Background: an optimization exercise with open tools, aiming at small area and a short achievable clock period. Do not read the settings as production practice. Where RTL was checked, it was by simulation tests only, not by an equivalence proof against the original. Power and IR drop assume default switching activity.

## run 1
Design as2650, start of the top module:
module as2650(
	input clk,
	input rst,
	input [7:0] bus_in,
	output [7:0] bus_out,
	output le_lo,
	output le_hi,
	output OEb,
	output WEb,
	output bus_dir,
	output IOC,
	output IOD,
	input [6:0] irqs,
	output flag,
	input sense,
	output [7:0] ext_io_addr,
	output io_bus_cyc,
	output io_bus_we,
	output [7:0] io_bus_out,
	input [7:0] io_bus_in,
	output [7:0] debug_psl,
	output [7:0] debug_psu,
	output [32:0] la_data_out,
	input wb_hidden_rom_enable,
	output reg cpu_hidden_rom_enable,
	output WE_ram
);
Size in the first run: ~3100 cells after synthesis, roughly 420 flip-flops, roughly 110 I/O pins, ~31000 µm² of cells after synthesis.
clock: 16.0 ns
lec_check: 0
cap_margin: 10
core_margin: 2
core_utilization: 45
cts_buf_list: sky130_fd_sc_hd__clkbuf_16
cts_cluster_diameter: 100
cts_cluster_size: 20
slew_margin: 10
standard.sh (not shown) runs the stock make flow with config.mk's settings and CLKGATE_MAP_FILE= SYNTH_SCRIPT=/design/flow/synth_recipe.tcl, a recipe that flattens the netlist after the stock synthesis.
==> flow/flow/run.sh <==
#!/bin/bash
# The standard layout (standard.sh: the standard flow's own synthesis and ORFS flow) with two changes:
# - the input and output ports are buffered with sky130_fd_sc_hd__buf_1 cells instead of
#   the cell buffer_ports picks by default;
# - ORFS's repair_timing steps aim for 9 ns of setup slack rather than 0, so that they size
#   up the slowest paths; the clock and constraints are the design's.
# Make's full output goes to flow_make.log here; ORFS's own logs are under orfs/logs.
set -euo pipefail
export BUFFER_PORTS_ARGS="-buffer_cell sky130_fd_sc_hd__buf_1"
export SETUP_SLACK_MARGIN=9
export TNS_END_PERCENT=5
bash standard.sh finish > flow_make.log 2>&1
--- input diff run 1..run 2 ---
- CORE_UTILIZATION: 45 -> 50
- CTS_CLUSTER_SIZE: 20 -> 14
- CTS_CLUSTER_DIAMETER: 100 -> 80
==> comparison <==
Cell count (run 2 vs. run 1) decreases slightly. Run 1 -> run 2: number of fill cells decreased by more than 10%. Run 2 against run 1: overall fraction of global-route tracks in use went up; end-of-flow core utilization went up. Run 2 vs. run 1: overall power grew by 0.20 mW, net count reported at finish grew by 1.4%, setup slack grew by 0.080 ns. Of the two values seen for critical path launch point, bus_in[4] was produced by run 1 and rst by run 2.
Edits applied to the flow inputs when going from run 2 to run 3:
- CTS_CLUSTER_DIAMETER changed from 80 to 100
- CTS_CLUSTER_SIZE changed from 14 to 20
## What came out
Delta (run 3 minus run 2): final cell area excluding filler cells decreased 1.6%, hold slack increased 0.0069 ns. Measured against each other, run 2 and run 3 differ in insertion delay to the later sink of the worst-skew pair, the lower figure coming from run 2.
The following lists how run 4 was set up differently from run 3:
diff --git a/flow/flow/run.sh b/flow/flow/run.sh
--- a/flow/flow/run.sh
+++ b/flow/flow/run.sh
@@ -5 +5 @@
-# - ORFS's repair_timing steps aim for 9 ns of setup slack rather than 0, so that they size
+# - ORFS's repair_timing steps aim for 8.7 ns of setup slack rather than 0, so that they size
@@ -10 +10 @@
-export SETUP_SLACK_MARGIN=9
+export SETUP_SLACK_MARGIN=8.7
Run 4: done, clean on timing, DRC and antenna. Run 4 -> run 3: routed wire length per instance flat. Diff run 3 -> run 4: share of power burned in the clock network lower; cell area after layout lost 2.4%; synthesized area shows no meaningful change; via count dropped 116.
The following lists how run 5 was set up differently from run 4:
- CAP_MARGIN changed from 10 to 20
- SLEW_MARGIN changed from 10 to 20
diff --git a/flow/flow/run.sh b/flow/flow/run.sh
--- a/flow/flow/run.sh
+++ b/flow/flow/run.sh
@@ -3 +3 @@
-# - the input and output ports are buffered with sky130_fd_sc_hd__buf_1 cells instead of
+# - the input and output ports are buffered with sky130_fd_sc_hd__buf_2 cells instead of
@@ -5 +5 @@
-# - ORFS's repair_timing steps aim for 8.7 ns of setup slack rather than 0, so that they size
+# - ORFS's repair_timing steps aim for 9 ns of setup slack rather than 0, so that they size
@@ -9,2 +9,2 @@
-export BUFFER_PORTS_ARGS="-buffer_cell sky130_fd_sc_hd__buf_1"
-export SETUP_SLACK_MARGIN=8.7
+export BUFFER_PORTS_ARGS="-buffer_cell sky130_fd_sc_hd__buf_2"
+export SETUP_SLACK_MARGIN=9
Notes after the runs:
Run 5: full flow OK, the timing, DRC and antenna checks passed. Starting DRC count in detailed routing was higher in run 5 than in run 4. Power dissipated by switching net loads is lower on run 4. Diff run 4 and run 5: detailed placer's ending HPWL higher in run 5. Run 4 reports its top metal layer carrying routed signals as met5 while run 5 reports met4.

## red
as2650, a different RTL version from the one above (not shown whole).
For scale: ~420 flip-flops, about 110 I/O pins, roughly 31000 sq um of cells after synthesis.
export LEC_CHECK = 0
export CAP_MARGIN = 20
export CORE_MARGIN = 2
export CORE_UTILIZATION = 40
export CTS_BUF_LIST = sky130_fd_sc_hd__clkbuf_8
export SLEW_MARGIN = 20
create_clock -name core_clock -period 16.0 [get_ports {clk}]
==> flow/flow/run.sh <==
#!/bin/bash
# The standard layout (standard.sh: the standard flow's own synthesis and ORFS flow) with two changes:
# - the input and output ports are buffered with sky130_fd_sc_hd__buf_2 cells instead of
#   the cell buffer_ports picks by default;
# - ORFS's repair_timing steps aim for 12 ns of setup slack rather than 0, so that they size
#   up the slowest paths; the clock and constraints are the design's.
# Make's full output goes to flow_make.log here; ORFS's own logs are under orfs/logs.
set -euo pipefail
export BUFFER_PORTS_ARGS="-buffer_cell sky130_fd_sc_hd__buf_2"
export SETUP_SLACK_MARGIN=12
export TNS_END_PERCENT=5
bash standard.sh finish > flow_make.log 2>&1
red did not stop at any stage, and its layout met the timing, DRC and antenna checks.
Modified inputs, blue compared to red
==> flow/flow/run.sh <==
#!/bin/bash
# The standard layout (standard.sh: the standard flow's own synthesis and ORFS flow), except that the
# input and output ports are buffered with sky130_fd_sc_hd__buf_2 cells instead of the
# cell buffer_ports picks by default. Make's full output goes to flow_make.log here.
set -euo pipefail
export BUFFER_PORTS_ARGS="-buffer_cell sky130_fd_sc_hd__buf_2"
bash standard.sh finish > flow_make.log 2>&1
### Flow results
The count of clock-buffer cells in the layout of blue exceeds that of red by 2. Summary — biggest fanout along the worst timing path, blue relative to red: higher, by 22. Compared with red, blue shows a lower wire length of the first global-routing pass. Re standby leakage power: red and blue aren't equal, and the lower value belongs to blue. The lower part of the power in combinational logic came out of blue. Of the two values seen for critical path start-end classification, input port to flop was produced by blue and input port to primary output by red. Count of buffer and inverter cells on the critical path ended up 1 lower on blue than on red. Compared with red, blue shows a lower utilization.
Modified inputs, green compared to blue
- CTS_BUF_LIST removed (was sky130_fd_sc_hd__clkbuf_8)
- In the tables for blue and green, worst-skew pair later-pin latency reads higher with blue.
- Count of clock buffers in the final design (blue / green): 1.4
- green vs. blue: wire length did not really move; H-tree depth reported by CTS has decreased.
- After synthesis and placement, the instance count of green is below that of blue.
- Between green and blue, the sequential share of cell area does not differ in any meaningful way.
- Measured against each other, blue and green differ in final critical-path setup slack, the lower figure coming from green.
- Going from blue to green, final area saw little to no change, utilization after layout saw little to no change.
#### Input delta (orange over green)
- CTS_BUF_LIST now sky130_fd_sc_hd__clkbuf_8, previously not set
==> flow/flow/run.sh <==
#!/bin/bash
# The standard layout (standard.sh: the standard flow's own synthesis and ORFS flow) with two changes:
# - the input and output ports are buffered with sky130_fd_sc_hd__buf_2 cells instead of
#   the cell buffer_ports picks by default;
# - ORFS's repair_timing steps aim for 10 ns of setup slack rather than 0, so that they size
#   up the slowest paths; the clock and constraints are the design's.
# Make's full output goes to flow_make.log here; ORFS's own logs are under orfs/logs.
set -euo pipefail
export BUFFER_PORTS_ARGS="-buffer_cell sky130_fd_sc_hd__buf_2"
export SETUP_SLACK_MARGIN=10
export TNS_END_PERCENT=5
bash standard.sh finish > flow_make.log 2>&1
[summary]
In the reports for green and orange, the larger slew at the pin with the worst max-slew slack belongs to orange. [compare] base=green new=orange: clock buffer count up about 34%; number of filler cells placed in the layout now smaller; first-pass GRT wire length +9700 microns; final standard cell area without fillers now sits higher. [orange vs green] worst setup slack: higher in orange.
[inputs] purple vs orange
- putting CTS_CLUSTER_SIZE at 20 where nothing was set
==> flow/run.sh (new file) <==
#!/bin/bash
# synth_recipe.tcl (not shown) runs the flow's synth.tcl, then flattens the netlist and writes it again
# the make line also repeats each setting of config.mk as NAME=value (left out here)
make -C /OpenROAD-flow-scripts/flow DESIGN_CONFIG=/design/flow/config.mk WORK_HOME=/design/flow/orfs CLKGATE_MAP_FILE= SYNTH_SCRIPT=/design/flow/synth_recipe.tcl finish
removed: flow/flow/run.sh
removed: flow/standard.sh
Results
Relative to orange, instance area at placement increased by 450 sq um in purple.
[diff] wire length of the first global-routing pass, purple relative to orange: improvement
Against orange, clock buffer count in purple fell by a few percent.
Non-clock buffer count shrinks by more than a quarter when moving from orange to purple.
No run of this note included a check of the RTL's function; only the layout flow was run.

Another version of the RTL of as2650 (not shown whole).
Size in the first run: roughly 3,100 cells after synthesis, roughly 420 flip-flops, ~110 I/O pins, about 30,000 um2 of cells after synthesis.
==> flow/config.mk <==
export PLATFORM = sky130hd
export DESIGN_NAME = as2650
export DESIGN_NICKNAME = as2650
export VERILOG_FILES = /design/flow/design.v
export SDC_FILE = /design/flow/constraint.sdc
export NUM_CORES = 4
export LEC_CHECK = 0
export CAP_MARGIN = 20
export CORE_MARGIN = 2
export CORE_UTILIZATION = 50
export CTS_BUF_LIST = sky130_fd_sc_hd__clkbuf_16
export CTS_CLUSTER_DIAMETER = 100
export CTS_CLUSTER_SIZE = 20
export SLEW_MARGIN = 20
==> flow/constraint.sdc <==
create_clock -name core_clock -period 16.0 [get_ports {clk}]
set_input_delay 3.2000 -clock core_clock [delete_from_list [all_inputs] [get_ports {clk}]]
set_output_delay 3.2000 -clock core_clock [all_outputs]
set_load 0.01 [all_outputs]
==> flow/flow/run.sh <==
#!/bin/bash
# The standard layout (standard.sh: the standard flow's own synthesis and ORFS flow) with two changes:
# - the input and output ports are buffered with sky130_fd_sc_hd__buf_2 cells instead of
#   the cell buffer_ports picks by default;
# - ORFS's repair_timing steps aim for 9 ns of setup slack rather than 0, so that they size
#   up the slowest paths; the clock and constraints are the design's.
# Make's full output goes to flow_make.log here; ORFS's own logs are under orfs/logs.
set -euo pipefail
export BUFFER_PORTS_ARGS="-buffer_cell sky130_fd_sc_hd__buf_2"
export SETUP_SLACK_MARGIN=9
export TNS_END_PERCENT=20
bash standard.sh finish > flow_make.log 2>&1
Edit:
--- a/flow/flow/run.sh
+++ b/flow/flow/run.sh
@@ -10,3 +10,3 @@
 export SETUP_SLACK_MARGIN=9
-export TNS_END_PERCENT=20
+export TNS_END_PERCENT=5
 bash standard.sh finish > flow_make.log 2>&1
Settings changed: CORE_UTILIZATION 50 to 60.
Outcome: The new run passed the timing, DRC and antenna checks. Maximum frequency drops by 4.7%. Via count goes up by 2.9%. Power went down by 1.8%. Wire length is lower by 2.1%. Clock-buffer cell count falls by 2. Non-clock buffer count went down by 30.
Edit:
Settings changed: CORE_UTILIZATION 60 to 50.
Result: The new run completed with no timing, DRC or antenna violations; synthesized area does not change; synthesized cell count is unchanged; power came out higher by about 2%; cell count came out higher by 3.8%.
Edit:
Settings changed: PLACE_DENSITY set to 0.8.
- utilization decreases by 0.31 points
- power came out lower by 3.1%
- die area stays the same
- via count climbs by 2.2%
- setup slack is worse by 0.065 ns
- global-route usage is lower by 1.8 points
- synthesized area does not change
- routed wire length went down by 3.9%
Edit:
--- a/flow/flow/run.sh
+++ b/flow/flow/run.sh
@@ -2,3 +2,3 @@
 # The standard layout (standard.sh: the standard flow's own synthesis and ORFS flow) with two changes:
-# - the input and output ports are buffered with sky130_fd_sc_hd__buf_2 cells instead of
+# - the input and output ports are buffered with sky130_fd_sc_hd__buf_1 cells instead of
 #   the cell buffer_ports picks by default;
@@ -8,3 +8,3 @@
 set -euo pipefail
-export BUFFER_PORTS_ARGS="-buffer_cell sky130_fd_sc_hd__buf_2"
+export BUFFER_PORTS_ARGS="-buffer_cell sky130_fd_sc_hd__buf_1"
 export SETUP_SLACK_MARGIN=9
Settings changed: CAP_MARGIN 20 to 10, PLACE_DENSITY 0.8 to not set, SLEW_MARGIN 20 to 10.
After rerunning:
- The changed run passed the timing, DRC and antenna checks
- total power rises by about 2.6%
- non-clock buffer count falls by 5
- wire length rises by 4.5%
- sequential power barely changes
- die area does not change
- clock-buffer cell count rises by 2
- fmax falls by 0.92%
- synthesized cell count does not change
Edit:
--- a/flow/flow/run.sh
+++ b/flow/flow/run.sh
@@ -2,3 +2,3 @@
 # The standard layout (standard.sh: the standard flow's own synthesis and ORFS flow) with two changes:
-# - the input and output ports are buffered with sky130_fd_sc_hd__buf_1 cells instead of
+# - the input and output ports are buffered with sky130_fd_sc_hd__buf_2 cells instead of
 #   the cell buffer_ports picks by default;
@@ -8,3 +8,3 @@
 set -euo pipefail
-export BUFFER_PORTS_ARGS="-buffer_cell sky130_fd_sc_hd__buf_1"
+export BUFFER_PORTS_ARGS="-buffer_cell sky130_fd_sc_hd__buf_2"
 export SETUP_SLACK_MARGIN=9
Settings changed: CAP_MARGIN 10 to 20, CORE_UTILIZATION 50 to 40, SLEW_MARGIN 10 to 20.
Power came out lower by 0.72%.
Routed wire length falls by 2.7%.
Hold slack stays flat.
Die area rose by 25%.

Another version of the RTL of as2650 (not shown whole).
For scale: ~3200 cells after synthesis, about 0.031 mm² of cells after synthesis.
Settings: LEC_CHECK=0, CAP_MARGIN=20, CORE_MARGIN=2, CORE_UTILIZATION=40, CTS_BUF_LIST=sky130_fd_sc_hd__clkbuf_8, SLEW_MARGIN=20; clock period 16.0 ns.
==> flow/flow/run.sh <==
#!/bin/bash
# The standard layout (standard.sh: the standard flow's own synthesis and ORFS flow) with two changes:
# - the input and output ports are buffered with sky130_fd_sc_hd__buf_2 cells instead of
#   the cell buffer_ports picks by default;
# - ORFS's repair_timing steps aim for 8.5 ns of setup slack rather than 0, so that they size
#   up the slowest paths; the clock and constraints are the design's.
# Make's full output goes to flow_make.log here; ORFS's own logs are under orfs/logs.
set -euo pipefail
export BUFFER_PORTS_ARGS="-buffer_cell sky130_fd_sc_hd__buf_2"
export SETUP_SLACK_MARGIN=8.5
export TNS_END_PERCENT=5
bash standard.sh finish > flow_make.log 2>&1
Then changed:
--- a/flow/flow/run.sh
+++ b/flow/flow/run.sh
@@ -4,3 +4,3 @@
 #   the cell buffer_ports picks by default;
-# - ORFS's repair_timing steps aim for 8.5 ns of setup slack rather than 0, so that they size
+# - ORFS's repair_timing steps aim for 9 ns of setup slack rather than 0, so that they size
 #   up the slowest paths; the clock and constraints are the design's.
@@ -9,3 +9,3 @@
 export BUFFER_PORTS_ARGS="-buffer_cell sky130_fd_sc_hd__buf_2"
-export SETUP_SLACK_MARGIN=8.5
+export SETUP_SLACK_MARGIN=9
 export TNS_END_PERCENT=5
After rerunning: The new run went through all stages and came out clean. Routed wire length climbs by 3.0%. Combinational power increases by about 9%. Core utilization went up by 1.3 points. Global-route usage grows by 0.82 points. Worst setup slack improved by 0.50 ns. Maximum frequency grows by 7.1%.

## main
Another version of the RTL of as2650 (not shown whole).
Size: ~3,200 cells after synthesis, roughly 31,000 um2 of cells after synthesis.
export LEC_CHECK = 0
export CAP_MARGIN = 20
export CORE_MARGIN = 2
export CORE_UTILIZATION = 40
export CTS_BUF_LIST = sky130_fd_sc_hd__clkbuf_8
export SLEW_MARGIN = 20
create_clock -name core_clock -period 16.0 [get_ports {clk}]
==> flow/flow/run.sh <==
#!/bin/bash
# The standard layout (standard.sh: the standard flow's own synthesis and ORFS flow) with two changes:
# - the input and output ports are buffered with sky130_fd_sc_hd__buf_2 cells instead of
#   the cell buffer_ports picks by default;
# - ORFS's repair_timing steps aim for 10 ns of setup slack rather than 0, so that they size
#   up the slowest paths; the clock and constraints are the design's.
# Make's full output goes to flow_make.log here; ORFS's own logs are under orfs/logs.
set -euo pipefail
export BUFFER_PORTS_ARGS="-buffer_cell sky130_fd_sc_hd__buf_2"
export SETUP_SLACK_MARGIN=10
export TNS_END_PERCENT=5
bash standard.sh finish > flow_make.log 2>&1
Setup changes, main to the feature branch
--- a/flow/flow/run.sh
+++ b/flow/flow/run.sh
@@ -4,3 +4,3 @@
 #   the cell buffer_ports picks by default;
-# - ORFS's repair_timing steps aim for 10 ns of setup slack rather than 0, so that they size
+# - ORFS's repair_timing steps aim for 9 ns of setup slack rather than 0, so that they size
 #   up the slowest paths; the clock and constraints are the design's.
@@ -9,3 +9,3 @@
 export BUFFER_PORTS_ARGS="-buffer_cell sky130_fd_sc_hd__buf_2"
-export SETUP_SLACK_MARGIN=10
+export SETUP_SLACK_MARGIN=9
 export TNS_END_PERCENT=5
### Flow results
- Going from main to the feature branch, routed via count divided by cell count stayed essentially flat, overall power of the completed layout fell by about 7%, clock network area share fell by 0.50 points, total count of max-transition violations in the final report stayed essentially flat.
- The feature branch vs main: total of clock buffers placed in the layout down
- Looking at global routing usage on met3, the feature branch sits 0.55 points lower than main does.
No run of this note included a check of the RTL's function; only the layout flow was run.

-- re-timing with driven ports --
The results above use ideal ports. As a check the final layouts listed here were re-extracted and re-timed, cells and wires unchanged.
Step 1 (the two cells are an assumption about what drives the block):
set clk [get_ports {clk}]
set_driving_cell -lib_cell sky130_fd_sc_hd__clkbuf_16 $clk
set_driving_cell -lib_cell sky130_fd_sc_hd__buf_2 [delete_from_list [all_inputs] $clk]
Step 2 also shifts input and output timing later by t, the mid clock arrival at the registers, as if the neighbouring blocks saw the same clock.
Slacks: no drivers / after step 1 / after step 2; pairs: no drivers / after step 1.
| run | shift t [ns] | slack for setup (ns) | worst setup path after step 2 | pins driven straight from the clock port |
|---|---|---|---|---|
| run 1 | 0.695 | 8.867 / 8.904 / 8.209 | input to register | 1 |
| run 2 | 0.676 | 8.947 / 8.927 / 8.336 | input to register | 1 |
| run 3 | 0.701 | 8.937 / 8.917 / 8.314 | input to register | 1 |
| run 4 | 0.695 | 8.540 / 8.472 / 7.979 | input to register | 1 |
| run 5 | 0.685 | 8.811 / 8.746 / 8.263 | input to register | 1 |
| red | 0.746 | 8.695 / 8.646 / 8.316 | input to register | 1 |
| blue | 0.738 | 7.230 / 7.267 / 6.529 | input to register | 1 |
| green | 0.667 | 7.135 / 7.178 / 6.511 | input to register | 1 |
| orange | 0.742 | 8.693 / 8.644 / 8.405 | input to register | 1 |
| purple | 0.735 | 6.311 / 6.337 / 5.602 | input to register | 1 |
| the first run of note 3 | 0.680 | 9.025 / 8.958 / 8.407 | input to register | 1 |
| the second run of note 3 | 0.669 | 8.683 / 8.726 / 8.056 | input to register | 1 |
| the third run of note 3 | 0.681 | 9.032 / 9.023 / 8.393 | input to register | 1 |
| the fourth run of note 3 | 0.671 | 8.967 / 8.941 / 8.335 | input to register | 1 |
| the fifth run of note 3 | 0.684 | 8.902 / 8.840 / 8.313 | input to register | 1 |
| the sixth run of note 3 | 0.687 | 8.831 / 8.857 / 8.170 | input to register | 1 |
| the first run of note 4 | 0.742 | 8.423 / 8.411 / 7.716 | input to register | 1 |
| the second run of note 4 | 0.742 | 8.927 / 8.898 / 8.262 | input to register | 1 |
| main | 0.732 | 8.847 / 8.808 / 8.402 | input to register | 1 |
| the feature branch | 0.726 | 8.856 / 8.825 / 8.211 | input to register | 1 |
After both steps every run listed still meets setup and hold. For purple, which loses most, drivers alone change the setup slack by +0.026 ns; drivers and shift together by -0.709 ns.
